This is an optimization exercise on Yosys and OpenROAD, whose aim is small area, a short achievable clock period and few clock cycles per item, not a production implementation.

== run a ==
// mult_unit
module mult_unit (
    input  logic        clk_i,
    input  logic        rst_ni,
    input  logic        start_i,
    input  logic [2:0]  op_type_i,
    input  logic [31:0] operand_a_i,
    input  logic [31:0] operand_b_i,
    output logic [31:0] result_o,
    output logic        done_o,
    output logic        exception_valid_o,
    output logic [31:0] exception_cause_o
);
    logic a_sgn, b_sgn;
    assign a_sgn = ~(op_type_i[1] & op_type_i[0]);
    assign b_sgn = ~op_type_i[1];
    logic [33:0] am;    
    assign am = {operand_a_i[31] & a_sgn, operand_a_i, 1'b0};
    logic [32:0] bm;    
    assign bm = {operand_b_i, 1'b0};
    logic [15:0] one, two, neg, negz;
    logic [577:0] pp;
    genvar gj, gi;
    generate
        for (gj = 0; gj < 16; gj = gj + 1) begin : g_booth
            logic [33:0] x;    
            mu_xor u_one (.a(bm[2*gj+1]), .b(bm[2*gj]), .y(one[gj]));
  ...
For scale: about 130 flip-flops, ~26,000 µm² of cells after synthesis.
==> flow/config.mk <==
export PLATFORM = sky130hd
export DESIGN_NAME = mult_unit
export DESIGN_NICKNAME = mult_unit
export VERILOG_FILES = /design/flow/design.v
export SDC_FILE = /design/flow/constraint.sdc
export NUM_CORES = 4
export LEC_CHECK = 0
export ABC_AREA = 1
export CAP_MARGIN = 20
export CORE_MARGIN = 2
export CORE_UTILIZATION = 60
export CTS_BUF_LIST = sky130_fd_sc_hd__clkbuf_8
export CTS_CLUSTER_SIZE = 40
export SLEW_MARGIN = 20
export SYNTH_HIERARCHICAL = 1
export SYNTH_MINIMUM_KEEP_SIZE = 0
==> flow/constraint.sdc <==
create_clock -name core_clock -period 15.0 [get_ports {clk_i}]
set_input_delay 3.0000 -clock core_clock [delete_from_list [all_inputs] [get_ports {clk_i}]]
set_output_delay 3.0000 -clock core_clock [all_outputs]
set_load 0.01 [all_outputs]
standard.sh (not shown) runs the stock make flow with config.mk's settings and CLKGATE_MAP_FILE= SYNTH_SCRIPT=/design/flow/synth_recipe.tcl, a recipe that flattens the netlist after the stock synthesis.
==> flow/flow/run.sh <==
#!/bin/bash
# The standard layout, with repair_timing asked for extra setup slack and plain port buffers
bash standard.sh SETUP_SLACK_MARGIN=8.0 "BUFFER_PORTS_ARGS=-buffer_cell sky130_fd_sc_hd__buf_2" finish > standard.log 2>&1
#### Input delta (run b over run a)
--- a/flow/design.v
+++ b/flow/design.v
@@ -15,30 +15,30 @@
     logic a_sgn, b_sgn;
     assign a_sgn = ~(op_type_i[1] & op_type_i[0]);
     assign b_sgn = ~op_type_i[1];
     logic [33:0] am;    
     assign am = {operand_a_i[31] & a_sgn, operand_a_i, 1'b0};
     logic [32:0] bm;    
     assign bm = {operand_b_i, 1'b0};
-    logic [15:0] one, two, neg, negz;
+    logic [15:0] neg, negz;
     logic [577:0] pp;
     genvar gj, gi;
     generate
         for (gj = 0; gj < 16; gj = gj + 1) begin : g_booth
             logic [33:0] x;    
-            mu_xor u_one (.a(bm[2*gj+1]), .b(bm[2*gj]), .y(one[gj]));
-            assign two[gj]  = (bm[2*gj+2] & ~bm[2*gj+1] & ~bm[2*gj]) | (~bm[2*gj+2] & bm[2*gj+1] & bm[2*gj]);
+            logic [1:0] one2, two2;
+            mu_benc u_enc0 (.b(bm[2*gj+2:2*gj]), .one(one2[0]), .two(two2[0]), .negz(negz[gj]));
+            mu_benc u_enc1 (.b(bm[2*gj+2:2*gj]), .one(one2[1]), .two(two2[1]), .negz());
             assign neg[gj]  = bm[2*gj+2];
-            assign negz[gj] = bm[2*gj+2] & ~(bm[2*gj+1] & bm[2*gj]);
             assign x = {am[33], am[33:1]} ^ {34{neg[gj]}};
-            assign pp[gj*34] = (one[gj] & x[0]) | (two[gj] & neg[gj]);
+            assign pp[gj*34] = (one2[0] & x[0]) | (two2[0] & neg[gj]);
             for (gi = 1; gi < 33; gi = gi + 1) begin : g_bit
-                assign pp[gj*34+gi] = (one[gj] & x[gi]) | (two[gj] & x[gi-1]);
+                assign pp[gj*34+gi] = (one2[gi/17] & x[gi]) | (two2[gi/17] & x[gi-1]);
             end
-            assign pp[gj*34+33] = ~((one[gj] | two[gj]) & x[33]);
+            assign pp[gj*34+33] = ~((one2[1] | two2[1]) & x[33]);
         end
     endgenerate
     logic d16;
     assign d16 = operand_b_i[31] & ~b_sgn;
     generate
         for (gi = 0; gi < 33; gi = gi + 1) begin : g_row16
             assign pp[16*34+gi] = d16 & am[gi+1];
@@ -979,14 +979,16 @@
     assign exception_valid_o = 1'b0;
     assign exception_cause_o = '0;
 endmodule
 module mu_fa (input logic a, input logic b, input logic c, output logic s, output logic co);
     assign s  = a ^ b ^ c;
     assign co = (a & b) | (a & c) | (b & c);
 endmodule
-module mu_xor (input logic a, input logic b, output logic y);
-    assign y = a ^ b;
+module mu_benc (input logic [2:0] b, output logic one, output logic two, output logic negz);
+    assign one  = b[1] ^ b[0];
+    assign two  = ~one & (b[2] ^ b[1]);
+    assign negz = b[2] & (one | ~b[1]);
 endmodule
 module mu_ha (input logic a, input logic b, output logic s, output logic co);
     assign s  = a ^ b;
     assign co = a & b;
 endmodule
Findings:
[compare] base=run a new=run b: met1 track demand over resource in global routing fell 13 points; design area rose about 1.6%; wire length fell about 13%; clock network area share about even. Diff run a -> run b | worst-case headroom to the max-slew limit | increase of 6.1 points. The area after synthesis in run b sits 1.9% above the value recorded for run a. Run b vs. run a: number of tapcells grew by 1.2%, number of cells in the finished layout apart from fillers grew by about 3%, maximum VDD drop grew by 68 µV, achievable frequency grew by 0.83%. st_q[86] as the capture point of the worst path was reported by run b, and st_q[60] by run a. The core utilization reported for run b is smaller than that of run a by 0.52 points. Relative to run a, the count of inverters other than clock inverters in the layout of run b is higher by 56.
Function was not checked in any run of this note: the RTL went through the layout flow alone.

==> port drivers added, routing unchanged <==
Ports are ideal in the flow. The routed layouts listed here were re-timed in OpenROAD.
Step 1 sets driving cells, clkbuf_16 on the clock port and buf_2 on the other inputs (assumed; they add their load-dependent delay and slew).
Step 2 also shifts input and output timing later by t, the mid clock arrival at the registers, as if the neighbouring blocks saw the same clock.
Three values: no drivers, after step 1, after step 2; two values: the first two.
run	shift t [ns]	setup slack, ns	worst setup path after step 2	worst data-port slew with drivers (ns)
run a	0.564	7.995 / 8.023 / 7.459	input to register	0.08
run b	0.623	8.053 / 8.079 / 7.455	input to register	0.08
After both steps every run listed still meets setup and hold. For run b, which loses most, drivers alone change the setup slack by +0.026 ns; drivers and shift together by -0.598 ns.
